What follows belongs to an exercise in optimizing a design on an open flow for small area; a production flow would make more cautious choices. No activity file was given, so power comes from the tool's default toggle rates.

## run A
==> flow/design.v <==
`timescale 1ns / 1ps
module uart_stopwatch (
    input        clk,
    input        rst,
    input        btn_R,
    input        btn_L,
    input        btn_U,
    input        rx,
    output       tx,
    output [3:0] fnd_com,
    output [7:0] fnd_data
);
    reg [2:0] bcnt;
    wire      btick = (bcnt == 3'd0);
    always @(posedge clk, posedge rst) begin
        if (rst) bcnt <= 3'd6;
        else if (bcnt == 3'd5) bcnt <= 3'd0;
        else if (bcnt == 3'd6) bcnt <= 3'd1;
        else bcnt <= bcnt + 3'd1;
    end
    localparam [7:0] R_IDLE = 8'hFF, R_DONE = 8'h99, R_FIRST = 8'h08;
    reg  [7:0] rc;
    reg  [7:0] rxd;   
    wire       r_wait   = (rc == R_IDLE) | (rc == R_DONE);
    wire       rx_done  = (rc == R_DONE);
    wire       r_start  = (rc[7:5] == 3'd0);   
    wire       r_sample = btick & (rc[3:0] == 4'hF) & (rc[7:4] != 4'h0) & ~r_wait;
    always @(posedge clk, posedge rst) begin
        if (rst) rc <= R_IDLE;
        else if (r_wait) rc <= rx ? R_IDLE : R_FIRST;
        else if (btick) rc <= rc + 8'd1;
    end
    always @(posedge clk) begin
        if (r_sample) rxd <= {rx, r_start ? 7'd0 : rxd[7:1]};
    end
    reg  [7:0] tc;
    reg        busy;
    reg        tx_reg;
    reg  [7:0] dbuf;
    wire       t_idle = (tc[7:4] == 4'h1);
    wire       t_start_bit = ~tc[7] & (tc[6:4] == 3'd7);
    wire       txE;
    wire       t_go = t_idle & ~txE;
    always @(posedge clk, posedge rst) begin
        if (rst) begin
            tc     <= 8'h10;
            busy   <= 1'b0;
            tx_reg <= 1'b1;
        end else begin
            if (t_idle) tc <= txE ? 8'h10 : 8'h70;
            else if (btick) tc <= tc + 8'd1;
            busy   <= ~t_idle;
            tx_reg <= tc[7] ? dbuf[tc[6:4]] : ~t_start_bit;
        end
    end
    assign tx = tx_reg;
    reg  [3:0] H, B, T, Y, C1;
    reg        wpend, cpend;
    reg  [127:0] ring;   
    wire [3:0] Hp1 = H + 4'd1;
    wire rxE = (T == B);
    wire rxF = (T == {~B[3], B[2:0]});
    assign txE = (B == H);
    wire txF = (B == {~H[3], H[2:0]});
    wire incT = rx_done & ~rxF;
    wire incB = ~rxE & ~txF;
    wire incH = ~busy & ~txE;
    wire ins = wpend & (Y == T);              
    wire imm = wpend & (T == Hp1);            
    wire cap = cpend & (Y == C1);             
    always @(posedge clk, posedge rst) begin
        if (rst) begin
            H <= 4'd0;
            B <= 4'd0;
            T <= 4'd0;
            Y <= 4'd0;
            wpend <= 1'b0;
            cpend <= 1'b0;
        end else begin
            if (incH) H <= Hp1;
            if (incB) B <= B + 4'd1;
            if (incT) T <= T + 4'd1;
            Y <= Y + 4'd1;
            wpend <= incT | (wpend & ~ins);
            cpend <= (t_go & ~imm) | (cpend & ~cap);
        end
    end
    always @(posedge clk) begin
        ring <= {ring[119:0], ins ? rxd : ring[127:120]};
        if (t_go) C1 <= Hp1;
        if (t_go & imm) dbuf <= rxd;
        else if (cap) dbuf <= ring[127:120];
    end
    reg [1:0] cmd;
    always @(posedge clk, posedge rst) begin
        if (rst) cmd <= 2'd0;
        else if (rxE | r_start) cmd <= 2'd0;
        else if (rxd == 8'h72) cmd <= 2'd1;
        else if (rxd == 8'h6D) cmd <= 2'd2;
        else if (rxd == 8'h63) cmd <= 2'd3;
        else cmd <= 2'd0;
    end
    reg [2:0] dR, dL, dU;
    always @(posedge clk, posedge rst) begin
        if (rst) begin
            dR <= 3'd0;
            dL <= 3'd0;
            dU <= 3'd0;
        end else begin
            dR <= ~btn_R ? 3'd0 : (dR == 3'd5) ? 3'd5 : dR + 3'd1;
            dL <= ~btn_L ? 3'd0 : (dL == 3'd5) ? 3'd5 : dL + 3'd1;
            dU <= ~btn_U ? 3'd0 : (dU == 3'd5) ? 3'd5 : dU + 3'd1;
        end
    end
    wire i_run   = (dR == 3'd4) | (cmd == 2'd1);
    wire i_mode  = (dU == 3'd4) | (cmd == 2'd2);
    wire i_clear = (dL == 3'd4) | (cmd == 2'd3);
    reg clr, mode, pause;
    always @(posedge clk, posedge rst) begin
        if (rst) begin
            clr   <= 1'b0;
            mode  <= 1'b0;
            pause <= 1'b0;
        end else if (clr) begin
            clr <= 1'b0;
        end else begin
            clr   <= i_clear;
            mode  <= mode ^ i_mode;
            pause <= pause ^ i_run;
        end
    end
    reg  [4:0] pc;
    wire       ptick = (pc == 5'd31);
    always @(posedge clk, posedge rst) begin
        if (rst) pc <= 5'd0;
        else if (~pause) begin
            if (clr) pc <= 5'd0;
            else if (ptick) pc <= 5'd1;
            else pc <= pc + 5'd1;
        end
    end
    reg [4:0] j0, j1, j2, j3;
    wire up = ~mode;
    wire e0 = up ? (j0[4] & ~j0[3]) : (~j0[4] & ~j0[0]);
    wire e1 = up ? (j1[4] & ~j1[3]) : (~j1[4] & ~j1[0]);
    wire e2 = up ? (j2[4] & ~j2[3]) : (~j2[4] & ~j2[0]);
    wire [4:0] s0 = up ? {j0[3:0], ~j0[4]} : {~j0[0], j0[4:1]};
    wire [4:0] s1 = up ? {j1[3:0], ~j1[4]} : {~j1[0], j1[4:1]};
    wire [4:0] s2 = up ? {j2[3:0], ~j2[4]} : {~j2[0], j2[4:1]};
    wire [4:0] s3 = up ? {j3[3:0], ~j3[4]} : {~j3[0], j3[4:1]};
    always @(posedge clk, posedge rst) begin
        if (rst) begin
            j0 <= 5'd0;
            j1 <= 5'd0;
            j2 <= 5'd0;
            j3 <= 5'd0;
        end else if (clr) begin
            j0 <= 5'd0;
            j1 <= 5'd0;
            j2 <= 5'd0;
            j3 <= 5'd0;
        end else if (ptick) begin
            j0 <= s0;
            if (e0) j1 <= s1;
            if (e0 & e1) j2 <= s2;
            if (e0 & e1 & e2) j3 <= s3;
        end
    end
    reg [3:0] ph;
    reg [1:0] sel;
    always @(posedge clk, posedge rst) begin
        if (rst) begin
            ph  <= 4'd10;
            sel <= 2'd0;
        end else if (ph == 4'd9) begin
            ph  <= 4'd0;
            sel <= sel + 2'd1;
        end else if (ph == 4'd10) begin
            ph <= 4'd0;
        end else begin
            ph <= ph + 4'd1;
        end
    end
    reg [4:0] dig;
    always @(*) begin
        case (sel)
            2'd0: dig = j0;
            2'd1: dig = j1;
            2'd2: dig = j2;
            default: dig = j3;
        endcase
    end
    wire [9:0] is;
    assign is[0] = ~dig[4] & ~dig[0];
    assign is[1] = dig[0] & ~dig[1];
    assign is[2] = dig[1] & ~dig[2];
    assign is[3] = dig[2] & ~dig[3];
    assign is[4] = dig[3] & ~dig[4];
    assign is[5] = dig[4] & dig[0];
    assign is[6] = dig[1] & ~dig[0];
    assign is[7] = dig[2] & ~dig[1];
    assign is[8] = dig[3] & ~dig[2];
    assign is[9] = dig[4] & ~dig[3];
    wire [6:0] seg;
    assign seg[0] = is[1] | is[4];
    assign seg[1] = is[5] | is[6];
    assign seg[2] = is[2];
    assign seg[3] = is[1] | is[4] | is[7];
    assign seg[4] = is[1] | is[3] | is[4] | is[5] | is[7] | is[9];
    assign seg[5] = is[1] | is[2] | is[3] | is[7];
    assign seg[6] = is[0] | is[1] | is[7];
    assign fnd_data = {1'b1, seg};
    assign fnd_com  = ~(4'b0001 << sel);
endmodule
clock: 20.0 ns
lec_check: 0
cap_margin: 20
core_margin: 2
core_utilization: 50
cts_buf_list: sky130_fd_sc_hd__clkbuf_16
cts_cluster_diameter: 80
cts_cluster_size: 32
slew_margin: 20
run.sh (not shown) runs the stock make flow with config.mk's settings and CLKGATE_MAP_FILE= SYNTH_SCRIPT=/design/flow/synth_recipe.tcl, a recipe that flattens the netlist after the stock synthesis.
Run A did not stop at any stage, and its layout met the timing, DRC and antenna checks.
Changes in run B relative to run A:
Settings: CTS_BUF_LIST changed from sky130_fd_sc_hd__clkbuf_16 to sky130_fd_sc_hd__clkbuf_8; CTS_CLUSTER_DIAMETER changed from 80 to 60; CTS_CLUSTER_SIZE changed from 32 to 20.
- The final layout from run A, which completed every stage, passed the timing, DRC and antenna checks at the end of the flow.
- In summary, run B completed successfully, with a layout that passed the timing, DRC and antenna checks.
- Taking run A as the reference, in run B first-pass GRT wire length went up 1.2%, areal power density over the cells went down about 3.5%, routed length on met2 went up 0.51%.
- The timing-limited maximum frequency of run A and that of run B are within noise of each other.
- Compared with run A, run B is the less power-hungry design.
- Share of synthesized cell area in full adder, half adder and majority cells: run A vs run B identical
- Run A -> run B: mux cell area share after synthesis delta 0, exact match
- Run A has a lower count of clock-net buffers in the final layout than run B.
Function was not checked in any run of this note: the RTL went through the layout flow alone.

==> separate check: timing with driven ports <==
In the flow no input, the clock included, has a driving cell. The finished layouts below were timed again as built, in two steps.
Step 1 (the two cells are an assumption about what drives the block):
set clk [get_ports {clk}]
set_driving_cell -lib_cell sky130_fd_sc_hd__clkbuf_16 $clk
set_driving_cell -lib_cell sky130_fd_sc_hd__buf_2 [delete_from_list [all_inputs] $clk]
Step 2 adds t to the input delays and takes it off the output delays; t is the mean of the earliest and latest rising clock arrival at the registers after step 1. Input paths then give back, and output paths get back, about the clock's delay inside the block.
Three values: ideal, step 1, step 2; two values: the first two.
run | t, ns | setup WS [ns] | worst setup path after step 2 | worst slew at a driven data input, ns
run A | 0.504 | 13.077 / 13.037 / 13.541 | register to output | 0.04
run B | 0.542 | 13.073 / 13.038 / 13.580 | register to output | 0.04
After both steps setup and hold are still met in every run listed.
